Context: an optimization exercise on an open-source flow, tuned for small area. The choices shown serve that exercise and are no tape-out recipe.
Only simulation tests tie the RTL to the original design; equivalence was not proved.
The flow treats the clock pin as an ideal source. Dropping or thinning the clock tree relies on that and would not hold on a real chip.
Power figures rest on the tool's default switching activity, not on a simulated workload.

the baseline:
==> flow/design.v (excerpt) <==
module taxi(
    input CLK,           
    input RST,           
    input SW0,           
    input [1:0] SW,      
    input BTN1,          
    input BTN2,          
    input BTN3,          
    output [1:0] LD6_7,
    output [7:0] DISP1,
    output [3:0] AN1,
    output [3:0] LD0_3,
    output LD5
    );
reg BTN3_q;
reg flag;            
wire rise = BTN3 & ~BTN3_q;
always @(posedge CLK) begin
    BTN3_q <= BTN3 & ~RST;
    if (RST) flag <= 1'b0;
    else if (rise) flag <= ~flag;
end
wire [3:0] one, two, three, four, thousand;
wire [3:0] t1, t2, t3, t4;
wire kmark, mmark, base, tier2;
totals u_tot (.CLK(CLK), .RST(RST), .add(rise & ~flag & ~RST), .clr(RST | (rise & BTN1)),
    .one(one), .two(two), .three(three), .four(four),
    .t1(t1), .t2(t2), .t3(t3), .t4(t4));
timebase u_tb (.CLK(CLK), .RST(RST), .flag(flag), .SW0(SW0),
    .kmark(kmark), .mmark(mmark), .base(base), .tier2(tier2));
fare u_fare (.CLK(CLK), .RST(RST), .flag(flag), .kmark(kmark), .mmark(mmark),
    .base(base), .tier2(tier2),
    .one(one), .two(two), .three(three), .four(four), .thousand(thousand));
display u_disp (.CLK(CLK), .RST(RST), .SW(SW), .BTN2(BTN2), .flag(flag),
    .one(one), .two(two), .three(three), .four(four),
    .t1(t1), .t2(t2), .t3(t3), .t4(t4), .AN2(AN1), .DISP1(DISP1));
assign LD0_3 = thousand;
assign LD6_7 = SW;
assign LD5 = SW0;
endmodule
For scale: roughly 460 cells after synthesis, roughly 78 flip-flops, ~27 I/O pins, ~0.0038 mm^2 of cells after synthesis.
export LEC_CHECK = 0
export CAP_MARGIN = 20
export CORE_MARGIN = 2
export CORE_UTILIZATION = 40
export SLEW_MARGIN = 20
export SYNTH_HIERARCHICAL = 1
create_clock -name core_clock -period 10.0 [get_ports {CLK}]
standard.sh (not shown) runs the stock make flow with config.mk's settings and CLKGATE_MAP_FILE= SYNTH_SCRIPT=/design/flow/synth_recipe.tcl, a recipe that flattens the netlist after the stock synthesis.
==> flow/flow/run.sh <==
#!/bin/bash
# Layout flow: ORFS's own steps through standard.sh, with
#  - synthesis: ORFS's synth script with an area-oriented ABC script
#    (flow/area.abc) and without the full/half-adder cell extraction; the
#    registers are those of the standard synthesis, only the mapping of the
#    logic between them differs,
#  - port buffers: the smallest buffer cell,
#  - clock tree (flow/cts.tcl): the clock port drives a few clock buffers,
#    each at the centre of a group of flip-flops, instead of an H-tree;
#    the buffer size is raised until the estimated clock slew is low enough.
# Each step's full output goes to its own log file in this folder.
set -euo pipefail
W=$(pwd)
F=$W/flow

sed -e 's|log_cmd abc {\*}$abc_args|log_cmd abc -script $::env(FLOW_ABC_SCRIPT) {*}[lrange $abc_args 2 end]|' \
    "$FLOW_HOME/scripts/synth.tcl" > "$W/flow_synth.tcl"
grep -q 'FLOW_ABC_SCRIPT' "$W/flow_synth.tcl"
sed -e "s|source \$::env(SCRIPTS_DIR)/synth.tcl|source $W/flow_synth.tcl|" "$W/synth_recipe.tcl" > "$W/flow_synth_recipe.tcl"
grep -q 'flow_synth.tcl' "$W/flow_synth_recipe.tcl"
export FLOW_ABC_SCRIPT=$F/area.abc
export FLOW_CTS_COUNTS="2 3 4"
export FLOW_CTS_CELLS="sky130_fd_sc_hd__clkbuf_8 sky130_fd_sc_hd__buf_8 sky130_fd_sc_hd__buf_12 sky130_fd_sc_hd__clkbuf_16 sky130_fd_sc_hd__buf_16"
export FLOW_CTS_MAX_SLEW=0.115
export FLOW_CLK_PORT=CLK

ARGS=(SYNTH_SCRIPT="$W/flow_synth_recipe.tcl" ADDER_MAP_FILE=
      BUFFER_PORTS_ARGS="-buffer_cell sky130_fd_sc_hd__buf_1"
      MIN_BUF_CELL_AND_PORTS="sky130_fd_sc_hd__buf_1 A X")
bash standard.sh "${ARGS[@]}" synth > "$W/log_synth.txt" 2>&1
bash standard.sh "${ARGS[@]}" floorplan > "$W/log_floorplan.txt" 2>&1
bash standard.sh "${ARGS[@]}" place > "$W/log_place.txt" 2>&1
bash standard.sh "${ARGS[@]}" RUN_SCRIPT="$F/cts.tcl" RUN_LOG_NAME_STEM=4_1_cts run > "$W/log_cts.txt" 2>&1
R=$W/orfs/results/$FLOW_PLATFORM/taxi/base
test -f "$R/4_1_cts.odb" && test -f "$R/4_cts.sdc"
cp "$R/4_1_cts.odb" "$R/4_cts.odb"
touch "$R/4_cts.sdc"
bash standard.sh "${ARGS[@]}" route > "$W/log_route.txt" 2>&1
bash standard.sh "${ARGS[@]}" finish > "$W/log_finish.txt" 2>&1
test -f "$W/out/final.def"
==> flow/flow/cts.tcl <==
utl::set_metrics_stage "cts__{}"
source $::env(SCRIPTS_DIR)/load.tcl
erase_non_stage_variables cts
load_design 3_place.odb 3_place.sdc

set block [ord::get_db_block]
set db [ord::get_db]
set clk_net [$block findNet $::env(FLOW_CLK_PORT)]
set sinks {}
foreach it [$clk_net getITerms] {
  if { [$it isInputSignal] } { lappend sinks $it }
}
puts "clock sinks: [llength $sinks]"
set pts {}
foreach it $sinks {
  set bb [[$it getInst] getBBox]
  lappend pts [list [expr {([$bb xMin] + [$bb xMax]) / 2.0}] [expr {([$bb yMin] + [$bb yMax]) / 2.0}]]
}

# k-means on the sink locations, deterministic start
proc clusters { pts nbuf } {
  set n [llength $pts]
  set order [lsort -real -index 0 $pts]
  set cent {}
  for {set k 0} {$k < $nbuf} {incr k} {
    lappend cent [lindex $order [expr {int(($k + 0.5) * $n / $nbuf)}]]
  }
  for {set iter 0} {$iter < 50} {incr iter} {
    set asg {}
    foreach p $pts {
      set best 0; set bd 1e30
      for {set k 0} {$k < $nbuf} {incr k} {
        set c [lindex $cent $k]
        set d [expr {abs([lindex $p 0] - [lindex $c 0]) + abs([lindex $p 1] - [lindex $c 1])}]
        if {$d < $bd} {set bd $d; set best $k}
      }
      lappend asg $best
    }
    set newc {}
    for {set k 0} {$k < $nbuf} {incr k} {
      set sx 0; set sy 0; set cnt 0
      foreach p $pts a $asg {
        if {$a == $k} {set sx [expr {$sx + [lindex $p 0]}]; set sy [expr {$sy + [lindex $p 1]}]; incr cnt}
      }
      if {$cnt > 0} {lappend newc [list [expr {$sx / $cnt}] [expr {$sy / $cnt}]]} else {lappend newc [lindex $cent $k]}
    }
    set cent $newc
  }
  return [list $cent $asg]
}

proc net_max_slew { net } {
  set mx 0
  foreach it [$net getITerms] {
    if { ![$it isInputSignal] } { continue }
    set p [get_pins [[$it getInst] getName]/[[$it getMTerm] getName]]
    set s [get_property $p slew_max]
    if {$s > $mx} {set mx $s}
  }
  return $mx
}

set_placement_padding -global \
  -left $::env(CELL_PAD_IN_SITES_DETAIL_PLACEMENT) \
  -right $::env(CELL_PAD_IN_SITES_DETAIL_PLACEMENT)
set_propagated_clock [all_clocks]

set max_slew $::env(FLOW_CTS_MAX_SLEW)
set ladder $::env(FLOW_CTS_CELLS)

# build a tree of nbuf buffers; each buffer is upsized along the ladder until
# the slew at its flip-flops is low enough; returns {ok area sizes}
proc build { nbuf sizes_in } {
  global block db clk_net sinks pts ladder max_slew bufs nets
  lassign [clusters $pts $nbuf] cent asg
  set bufs {}
  set nets {}
  for {set k 0} {$k < $nbuf} {incr k} {
    set cell [lindex $ladder [lindex $sizes_in $k]]
    set inst [odb::dbInst_create $block [$db findMaster $cell] "clkbuf_flow_$k"]
    set c [lindex $cent $k]
    $inst setLocation [expr {int([lindex $c 0])}] [expr {int([lindex $c 1])}]
    $inst setPlacementStatus PLACED
    set net [odb::dbNet_create $block "clknet_flow_$k"]
    $net setSigType CLOCK
    [$inst findITerm A] connect $clk_net
    [$inst findITerm X] connect $net
    foreach it $sinks a $asg {
      if {$a == $k} { $it disconnect; $it connect $net }
    }
    lappend bufs $inst
    lappend nets $net
  }
  global_connect
  detailed_placement
  set sizes $sizes_in
  while {1} {
    estimate_parasitics -placement
    set changed 0
    set ok 1
    for {set k 0} {$k < $nbuf} {incr k} {
      set s [net_max_slew [lindex $nets $k]]
      if {$s > $max_slew} {
        set ok 0
        set z [lindex $sizes $k]
        if {$z + 1 < [llength $ladder]} {
          lset sizes $k [expr {$z + 1}]
          [lindex $bufs $k] swapMaster [$db findMaster [lindex $ladder [expr {$z + 1}]]]
          set changed 1
        }
      }
    }
    if {$ok || !$changed} { break }
    detailed_placement
  }
  set area 0
  foreach inst $bufs {
    set m [$inst getMaster]
    set area [expr {$area + [$m getWidth] * [$m getHeight]}]
  }
  return [list $ok $area $sizes]
}

proc unbuild {} {
  global bufs nets sinks clk_net
  foreach it $sinks { $it disconnect; $it connect $clk_net }
  foreach inst $bufs { odb::dbInst_destroy $inst }
  foreach net $nets { odb::dbNet_destroy $net }
}

set best {}
foreach nbuf $::env(FLOW_CTS_COUNTS) {
  set zeros {}
  for {set k 0} {$k < $nbuf} {incr k} { lappend zeros 0 }
  lassign [build $nbuf $zeros] ok area sizes
  puts "clock tree: $nbuf buffers, sizes $sizes, area $area, slew ok $ok"
  if {$ok && ($best eq {} || $area < [lindex $best 1])} { set best [list $nbuf $area $sizes] }
  unbuild
}
if {$best eq {}} {
  set n [lindex $::env(FLOW_CTS_COUNTS) end]
  set top [expr {[llength $ladder] - 1}]
  set sizes {}
  for {set k 0} {$k < $n} {incr k} { lappend sizes $top }
  set best [list $n 0 $sizes]
}
lassign $best nbuf area sizes
lassign [build $nbuf $sizes] ok area sizes
set done $ok
foreach inst $bufs { puts "clock buffer [$inst getName]: [[$inst getMaster] getName]" }
puts "clock tree done ($done)"

estimate_parasitics -placement
repair_timing_helper
detailed_placement
check_placement -verbose
report_metrics 4 "cts final"
orfs_write_db $::env(RESULTS_DIR)/4_1_cts.odb
orfs_write_sdc $::env(RESULTS_DIR)/4_cts.sdc
Other scripts of this flow, unchanged in this note and not shown: flow/flow/area.abc
--- input diff the baseline..the candidate ---
-- flow/flow/cts.tcl --
<<< the baseline, line 20
# k-means on the sink locations, deterministic start
proc clusters { pts nbuf } {
  set n [llength $pts]
  set order [lsort -real -index 0 $pts]
  set cent {}
>>> the candidate, line 20
# k-means on the sink locations, deterministic start
proc clusters { pts nbuf {init 0} } {
  set n [llength $pts]
  # start points: evenly spaced along x, y, x+y or x-y
  set keyed {}
  foreach p $pts {
    lassign $p x y
    lappend keyed [list [lindex [list $x $y [expr {$x + $y}] [expr {$x - $y}]] $init] $x $y]
  }
  set order {}
  foreach q [lsort -real -index 0 $keyed] { lappend order [lrange $q 1 2] }
  set cent {}
<<< the baseline, line 72
# the slew at its flip-flops is low enough; returns {ok area sizes}
proc build { nbuf sizes_in } {
  global block db clk_net sinks pts ladder max_slew bufs nets
  lassign [clusters $pts $nbuf] cent asg
  set bufs {}
>>> the candidate, line 79
# the slew at its flip-flops is low enough; returns {ok area sizes}
proc build { nbuf init sizes_in } {
  global block db clk_net sinks pts ladder max_slew bufs nets
  lassign [clusters $pts $nbuf $init] cent asg
  set bufs {}
<<< the baseline, line 132
foreach nbuf $::env(FLOW_CTS_COUNTS) {
  set zeros {}
  for {set k 0} {$k < $nbuf} {incr k} { lappend zeros 0 }
  lassign [build $nbuf $zeros] ok area sizes
  puts "clock tree: $nbuf buffers, sizes $sizes, area $area, slew ok $ok"
  if {$ok && ($best eq {} || $area < [lindex $best 1])} { set best [list $nbuf $area $sizes] }
  unbuild
}
>>> the candidate, line 139
foreach nbuf $::env(FLOW_CTS_COUNTS) {
  foreach init {0 1 2 3} {
    set zeros {}
    for {set k 0} {$k < $nbuf} {incr k} { lappend zeros 0 }
    lassign [build $nbuf $init $zeros] ok area sizes
    puts "clock tree: $nbuf buffers, start $init, sizes $sizes, area $area, slew ok $ok"
    if {$ok && ($best eq {} || $area < [lindex $best 1])} { set best [list $nbuf $area $sizes $init] }
    unbuild
  }
}
<<< the baseline, line 144
  for {set k 0} {$k < $n} {incr k} { lappend sizes $top }
  set best [list $n 0 $sizes]
}
lassign $best nbuf area sizes
lassign [build $nbuf $sizes] ok area sizes
set done $ok
>>> the candidate, line 153
  for {set k 0} {$k < $n} {incr k} { lappend sizes $top }
  set best [list $n 0 $sizes 0]
}
lassign $best nbuf area sizes init
lassign [build $nbuf $init $sizes] ok area sizes
set done $ok
[summary]
Max clock network fraction of total power across the baseline and the candidate: the baseline
The clock period minus final worst setup slack of the candidate was inferior to that of the baseline.
The candidate vs the baseline: overall power of the completed layout down in the candidate
No run of this note takes its clock network from TritonCTS; it comes from the design's own scripts or RTL.

separate check: timing with driven ports:
The results above use ideal ports. As a check the final layouts listed here were re-extracted and re-timed, cells and wires unchanged. Step 1 (the two cells are an assumption about what drives the block):
set clk [get_ports {CLK}]
set_driving_cell -lib_cell sky130_fd_sc_hd__clkbuf_16 $clk
set_driving_cell -lib_cell sky130_fd_sc_hd__buf_2 [delete_from_list [all_inputs] $clk]
Step 2 also shifts input and output timing later by t, the mid clock arrival at the registers, as if the neighbouring blocks saw the same clock. Three values: ideal, step 1, step 2; two values: the first two.
| run | shift t [ns] | slack for setup (ns) | pins driven straight from the clock port |
|---|---|---|---|
| the baseline | 0.216 | 2.370 / 2.371 / 2.371 | 4 |
| the candidate | 0.218 | 2.336 / 2.336 / 2.336 | 4 |
After both steps setup and hold are still met in every run listed.
